This design comes from an exercise in tuning for small area on the open sky130 flow, not from production work. Function was checked by simulation only, so behaviour that the tests miss may differ from the original. Power is estimated from default activity; no workload was simulated.

File: flow/config.mk
export PLATFORM = sky130hd
export DESIGN_NAME = top
export DESIGN_NICKNAME = top
export VERILOG_FILES = /design/flow/design.v
export SDC_FILE = /design/flow/constraint.sdc
export NUM_CORES = 4
export LEC_CHECK = 0
export CAP_MARGIN = 20
export CORE_MARGIN = 2
export CORE_UTILIZATION = 60
export GPL_TIMING_DRIVEN = 0
export PLACE_DENSITY = 0.8
export SLEW_MARGIN = 20
File: flow/constraint.sdc
create_clock -name core_clock -period 5.0 [get_ports {clk}]
set_input_delay 1.0000 -clock core_clock [delete_from_list [all_inputs] [get_ports {clk}]]
set_output_delay 1.0000 -clock core_clock [all_outputs]
set_load 0.01 [all_outputs]
File: flow/design.v
module top(input clk, res, modo, mais, menos,
           output [6:0] h, m, s, output alarmeon, som);
wire ud = ~menos | mais;    
wire pm = mais | menos;
reg       p;
reg [2:0] k, u;
wire cg = (k[2] ^ k[1]) & (k[1] ^ k[0]);                
wire [2:0] kc = k | {cg & ~k[2], cg & k[2], 1'b0};     
wire md_r   = ~kc[2] & ~kc[0];
wire md_ah  =  kc[0] & ~kc[1];
wire md_am  =  kc[1] & ~kc[2];
wire md_c   =  kc[2] &  kc[0];
wire md_ajh =  kc[1] & ~kc[0];
wire md_ajm =  kc[2] & ~kc[1];
wire md_adj =  kc[0] & ~kc[2];    
wire t;
wire [1:0] q = u[1:0];
wire gt  = ~cg & u[2];
wire ga  = ~cg & ~u[2];
wire ph  = q[0] ^ q[1];
wire edg = mais ^ ph;
wire [1:0] qs = ph ? {~q[1], q[0]} : {q[1], ~q[0]};
reg cg_n, gt_n; reg [1:0] q_n;
always @* begin
  cg_n = cg; gt_n = gt; q_n = q;
  if (ga) begin
    if (edg & md_r & ~t) q_n = qs;
    else if (t & q[1]) begin gt_n = 1'b1; q_n = 2'b00; end
    else if (md_c) begin cg_n = 1'b1; q_n = 2'b11; end
  end else if (gt) begin
    if (~q[0]) begin
      if (edg & md_r & t) q_n = 2'b01;
      else if (~t) begin gt_n = 1'b0; q_n = 2'b00; end
      else if (md_c) begin gt_n = 1'b0; cg_n = 1'b1; q_n = 2'b11; end
    end else begin
      if (~t | (edg & md_r)) begin gt_n = 1'b0; q_n = 2'b00; end
      else if (md_c) begin gt_n = 1'b0; cg_n = 1'b1; q_n = 2'b11; end
    end
  end else begin
    if (edg & md_c) q_n = qs;
    else if (~md_c) begin cg_n = 1'b0; q_n = 2'b00; end
  end
end
wire [2:0] kb = (p & ~modo) ? {kc[1:0], ~kc[2]} : kc;
always @(posedge clk or negedge res)
  if (~res) begin p <= 1'b0; k <= 3'b000; u <= 3'b000; end
  else begin
    p <= modo;
    k <= kb & ~{cg_n & ~kb[0], cg_n & kb[0], 1'b0};
    u <= {gt_n, q_n};
  end
wire st_at = gt;
wire st_al = ga & q[1];
wire start = cg & ~q[1];
reg [6:0] cs;             
reg [5:0] sc;             
reg [5:0] sr, mr, ma;     
reg [4:0] hr, ha;         
wire cs99 = cs[6] & cs[5] & cs[1] & cs[0];
function w59(input [5:0] v, input u);
  w59 = u ? (v[5] & v[4] & v[3] & v[1] & v[0]) : (v == 6'd0);
endfunction
function [5:0] n59(input [5:0] v, input u);
  n59 = u ? ((v[5] & v[4] & v[3] & v[1] & v[0]) ? 6'd0 : v + 6'd1)
          : ((v == 6'd0) ? 6'd59 : v - 6'd1);
endfunction
function [4:0] n23(input [4:0] v, input u);
  n23 = u ? ((v[4] & v[2] & v[1] & v[0]) ? 5'd0 : v + 5'd1)
          : ((v == 5'd0) ? 5'd23 : v - 5'd1);
endfunction
wire sig_sc = ~cs99;
wire sig_mr = (md_ajm & pm) | ~w59(sr, ud);
wire sig_hr = (md_ajh & pm) | ~w59(mr, ud);
wire sig_ma = (md_am & pm) | ud;
wire sig_ha = (md_ah & pm) | ~w59(ma, ud);
reg nq_sc, nq_mr, nq_hr, nq_ma, nq_ha;
always @(posedge clk or negedge res)
  if (~res) {nq_sc, nq_mr, nq_hr, nq_ma, nq_ha} <= 5'b0;
  else {nq_sc, nq_mr, nq_hr, nq_ma, nq_ha} <= ~{sig_sc, sig_mr, sig_hr, sig_ma, sig_ha};
wire en_sc = sig_sc & nq_sc;
wire en_mr = sig_mr & nq_mr;
wire en_hr = sig_hr & nq_hr;
wire en_ma = sig_ma & nq_ma;
wire en_ha = sig_ha & nq_ha;
always @(posedge clk or negedge res)
  if (~res) begin
    cs <= 0; sc <= 0; sr <= 0; mr <= 0; hr <= 0; ma <= 0; ha <= 0;
  end else begin
    if (menos) cs <= 0;
    else if (start) cs <= cs99 ? 7'd0 : cs + 7'd1;
    if (menos) sc <= 0;
    else if (en_sc) sc <= n59(sc, ud);
    sr <= n59(sr, ud);
    if (en_mr) mr <= n59(mr, ud);
    if (en_hr) hr <= n23(hr, ud);
    if (en_ma) ma <= n59(ma, ud);
    if (en_ha) ha <= n23(ha, ud);
  end
assign t = (hr == ha) & (mr == ma);
assign h = md_c ? 7'd0 : md_adj ? {2'b0, ha} : {2'b0, hr};
assign m = md_c ? {1'b0, sc} : md_adj ? {1'b0, ma} : {1'b0, mr};
assign s = md_c ? cs : md_adj ? 7'd0 : {1'b0, sr};
assign alarmeon = st_al | st_at;
assign som = t & st_at;
endmodule
File: flow/flow/run.sh
#!/bin/bash
# Standard flow, with the standard synthesis's combinational logic re-mapped
# for area (registers untouched: same instances, names and cell types), ports
# buffered with the smallest buffer, and a clock tree without dummy loads.
set -uo pipefail
R=orfs/results/$FLOW_PLATFORM/top/base
LIB=$FLOW_HOME/platforms/$FLOW_PLATFORM/lib/sky130_fd_sc_hd__tt_025C_1v80.lib

# 1. standard synthesis, unchanged
bash standard.sh synth > synth.log 2>&1 || exit 1

# 2. re-map the combinational logic: several ABC runs, keep the smallest
cp $R/1_2_yosys.v $R/1_2_yosys.std.v
python3 flow/splitlib.py $LIB comb.lib seq.lib > splitlib.log 2>&1
DU=""
for c in $(grep -oE "cell \(\"?sky130_fd_sc_hd__(probe|lpflow)\w*" $LIB | sed 's/.*__/sky130_fd_sc_hd__/' | sort -u); do DU="$DU -dont_use $c"; done
mkdir -p remap
remap_one() {  # $1 = tag, $2 = input netlist, $3 = abc script text
  echo "$3" > remap/$1.script
  REMAP_IN=$2 REMAP_OUT=remap/$1.v REMAP_STAT=remap/$1.stat \
  REMAP_SCRIPT=remap/$1.script REMAP_LIB=$LIB REMAP_DONT_USE="$DU" \
    timeout 300 yosys -c flow/remap.tcl > remap/$1.log 2>&1 || rm -f remap/$1.v remap/$1.stat
}
area_of() { grep "Chip area" $1 | awk '{print $NF}'; }
best=$R/1_2_yosys.std.v; bestarea=1e9
pick_best() {  # keep the smallest netlist among remap/$1*.v
  for f in remap/$1*.stat; do
    [[ -f ${f%.stat}.v ]] || continue
    a=$(area_of $f)
    if python3 -c "import sys; sys.exit(0 if $a < $bestarea else 1)"; then best=${f%.stat}.v; bestarea=$a; fi
  done
  echo "after $1: $best $bestarea" >> remap/choice.txt
}
for round in 1 2 3; do
  src=$best
  for S in 0 1 2 3 4 5 6 7; do
    remap_one r${round}s$S $src "strash; &get -n; &deepsyn -J 20 -S $S -T 120; &put; dch -f; amap; topo" &
    if (( S % 4 == 3 )); then wait; fi
  done
  wait
  pick_best r${round}
done
if [[ "$best" != "$R/1_2_yosys.std.v" ]]; then cp $best $R/1_2_yosys.v; fi
rm -f $R/1_synth.odb $R/1_synth.sdc comb.lib seq.lib

# 3. the rest of the standard flow
bash standard.sh BUFFER_PORTS_ARGS="-buffer_cell sky130_fd_sc_hd__buf_1" \
  CTS_ARGS="-sink_clustering_enable -repair_clock_nets -dont_use_dummy_load" \
  finish > finish.log 2>&1
File: flow/flow/remap.tcl
# Re-map the combinational logic of the standard synthesis netlist for area.
# Flip-flops stay as they are (same instances, names and cell types): the
# sequential cells are read as black boxes, the combinational cells by function.
yosys read_liberty -lib seq.lib
yosys read_liberty -ignore_miss_func comb.lib
yosys read_verilog $::env(REMAP_IN)
yosys hierarchy -top $::env(FLOW_TOP)
yosys flatten
yosys opt -purge
yosys abc -script $::env(REMAP_SCRIPT) -liberty $::env(REMAP_LIB) {*}$::env(REMAP_DONT_USE)
yosys read_liberty -lib -overwrite $::env(REMAP_LIB)
yosys setundef -zero
yosys opt_clean -purge
yosys hilomap -singleton -hicell sky130_fd_sc_hd__conb_1 HI -locell sky130_fd_sc_hd__conb_1 LO
yosys splitnets
yosys opt_clean -purge
yosys check -assert
yosys write_verilog -noattr -nohex -nodec $::env(REMAP_OUT)
yosys tee -o $::env(REMAP_STAT) stat -liberty $::env(REMAP_LIB)
File: flow/flow/splitlib.py
#!/usr/bin/env python3
# Split a liberty file into combinational-only and sequential-only libraries.
# usage: splitlib.py in.lib comb.lib seq.lib
import sys, re
src = open(sys.argv[1]).read()
# locate top-level cell groups by brace matching
cells = []
for m in re.finditer(r'\n(\s*)cell\s*\(\s*"?([\w]+)"?\s*\)\s*\{', src):
    start = m.start() + 1
    i = m.end(); depth = 1
    while depth:
        c = src[i]
        if c == '{': depth += 1
        elif c == '}': depth -= 1
        i += 1
    cells.append((start, i, m.group(2)))
head = src[:cells[0][0]]
tail = src[cells[-1][1]:]
comb, seq = [], []
for s, e, n in cells:
    body = src[s:e]
    if re.search(r'\b(ff|latch|statetable)\s*\(', body):
        seq.append(body)
    else:
        comb.append(body)
open(sys.argv[2], 'w').write(head + '\n'.join(comb) + tail)
open(sys.argv[3], 'w').write(head + '\n'.join(seq) + tail)
print(len(comb), 'comb', len(seq), 'seq', file=sys.stderr)
File: flow/standard.sh
#!/bin/bash
# synth_recipe.tcl (not shown) runs the flow's synth.tcl, then flattens the netlist and writes it again
# the make line also repeats each setting of config.mk as NAME=value (left out here)
make -C /OpenROAD-flow-scripts/flow DESIGN_CONFIG=/design/flow/config.mk WORK_HOME=/design/flow/orfs CLKGATE_MAP_FILE= SYNTH_SCRIPT=/design/flow/synth_recipe.tcl "${@:-finish}"
==> impl_metrics.tcl <==
set metrics [dict create \
    htree_num_levels 2 \
    worstHoldPathCells 1 \
    setup_ws_ps 961 \
    clock_latency_ps 310 \
    worst_pin_slew_ps 754 \
    grt_pass1_wl_microns 10800 \
    hold_viol 0 \
    numClockSinks 53 \
    timing.critical_path.to_type "output port" \
    critPathKind "reg -> out" \
    use_met1_pct 42.5 \
    fin_nets 381 \
    vdd_drop_max_mv 0.323 \
    viasPerCell 6.08 \
    busiest_layer "met1" \
    fmax_mhz 248 \
    grt_util_met2_pct 38.5 \
    hold_class "reg -> reg" \
    io-pin-count 28 \
    critical_path_arrival_ps 3040 \
    p_leak_nw 1.16 \
    ys_warn_count 1 \
    avgSynthCellArea_sq_um 8.06 \
    period_minus_slack_ps 4040 \
    cts_resized 0 \
    overflow 0 \
    cts_hold_buf 0 \
    power.density_nw_per_um2 523 \
    postLayoutCoreUtil_pct 68.8 \
    clock_skew_ps 18.5 \
    min_to "cs[1]" \
    synthToLayoutAreaGrowth_pct 9.44 \
    rr_startpoint "k[0]" \
    slew_headroom_pct 49.5 \
    status "timing/DRC/antenna clean" \
    r2r_slack_ps 1700 \
    reg2regPathDepth 8 \
    netlist_area_sq_um 2760 \
    worstSetupStartpointType "flip-flop" \
    initial_core_util_pct 62.9 \
    clk_pin_slew_worst_paths_ps 90 \
    routedWlPerCell_microns 15.2 \
    num_rows 24 \
    numCtsBuffers 5 \
    drt-initial-drc-count 243 \
    vias 2592 \
    total_power_mw 1.58 \
    clockBufferDepth 2 \
    finalCritPeriodShare_pct 80.8 \
    core_sq_um 4380 \
    die_x_microns 71.8 \
    grt_pass1_vias 2257 \
    cts_root_buf "clkbuf_8" \
    gp_congestion 0.914 \
    finalMaxSlewViolations 0 \
    syn_inst 342 \
    num_antenna_cells 0 \
    min_from "cs[1]" \
    met3_usage_pct 3.52 \
    fin_setup_tns_ps 0 \
    die_y_microns 71.8 \
    placed_area_sq_um 2950 \
    grt_use_total_pct 26.8 \
    portBuffers 24 \
    rsz0062_at_grt "no" \
    ant_nets 0 \
    die_area_sq_um 5150 \
    drive_above_1_share_pct 1.87 \
    dp_worst_setup_slack_ps 746 \
    wirelength_microns 6490 \
    tritoncts "built" \
    r2r_end "ha[4]" \
    grt_antenna_before_repair 0 \
    required_ps 4000 \
    cp_max_fo 14 \
    firstDrtPassIters 5 \
    maxCapViolations 0 \
    grt_max_degree 32 \
    finalSetupViolations 0 \
    drc 0 \
    post_cts_buffers 0 \
    dp_hpwl_microns 4820 \
    finalInstanceArea_sq_um 3020 \
]
-- registers in the layout, summed over array words and instances, names as in the netlist --
signal  flops
mr          6
sc          6
cs          7
u           3
hr          5
k           3
nq_sc       1
p           1
ha          5
nq_ma       1
nq_hr       1
ma          6
nq_ha       1
nq_mr       1
sr          6
-- cells in the final DEF (no fill, tap or decap), types with 2 or more instances in the layout --
master and instances:
nor2b_1 6, o32ai_1 4, clkbuf_8 5, nor2_1 57, nor4_1 2, o21ai_0 30, a221oi_1 2, dfrtp_1 53
a222oi_1 5, o221ai_1 4, conb_1 3, o22ai_1 29, a32oi_1 3, clkinv_1 60, a21oi_1 18, a31oi_1 5
nand2_1 34, a211oi_1 7, a22oi_1 2, nor3_1 9, buf_1 23
-- layer usage --
layer | routed length [microns] | up-vias | share of wire [%]
li1 | - | 1290 | -
met4 | 78 | 0 | 1.2
met2 | 2790 | 99 | 43
met5 | 0 | - | 0
met3 | 518 | 8 | 8.0
met1 | 3100 | 1195 | 48
-- where the power goes --
group,internal [mW],switching [mW]
combinational,0.236,0.445
sequential,0.537,0.139
clock,0.0907,0.130
total,0.864,0.715
-- critical path, cell delays in order (launching register included) --
cell	delay, ps
dfrtp_1	670
clkinv_1	500
nor2_1	670
clkinv_1	430
o22ai_1	250
a21oi_1	80
buf_1	150
-- final cells by class --
| cell class | count | area [sq um] |
|---|---|---|
| Sequential cell | 53 | 1330 |
| Clock buffer | 5 | 68.8 |
| Tap cell | 52 | 65.1 |
| Fill cell | 366 | 1370 |
| Timing Repair Buffer | 25 | 119 |
| Multi-Input combinational cell | 231 | 1210 |
| Inverter | 60 | 225 |
-- through the flow --
stage               hold WS [ps]  std cells
CTS                          500        426
detailed placement           487        421
global placement             478        420
finish                       498        426
floorplan                    462        344
global route                 533        426
-- worst max path at each step --
| stage | from | endpoint | slack (ps) |
|---|---|---|---|
| 6_report | k[0] | m[1] | 960 |
| 4_1_cts | k[0] | m[1] | 980 |
| 3_3_place_gp | menos | mr[5] | 800 |
| 3_5_place_dp | menos | mr[5] | 750 |
| 5_1_grt | menos | mr[5] | 630 |
| 2_1_floorplan | menos | mr[5] | 1710 |

separate check: timing with driven ports:
How much do the figures lean on ideal ports? The routed layout below was timed once more, with nothing changed but the port constraints.
Step 1, drivers: a clkbuf_16 drives clk and a buf_2 each remaining input, both assumed.
Step 2 times the ports against the registers' clock, not the clock port: input delays grow and output delays shrink by t, the midpoint of the rising clock arrivals with the driver on.
a / b / c = ideal ports / drivers / drivers and shift; a / b = the first two.
shift t [ns]: 0.325
setup slack, ns: 0.961 / 0.934 / 0.655
worst hold slack (ns): 0.498 / 0.498 / 0.498
worst setup path after step 2: input to register
After both steps this run still meets setup and hold. The setup slack of this run moves by -0.027 ns with the drivers and by -0.306 ns with both steps.
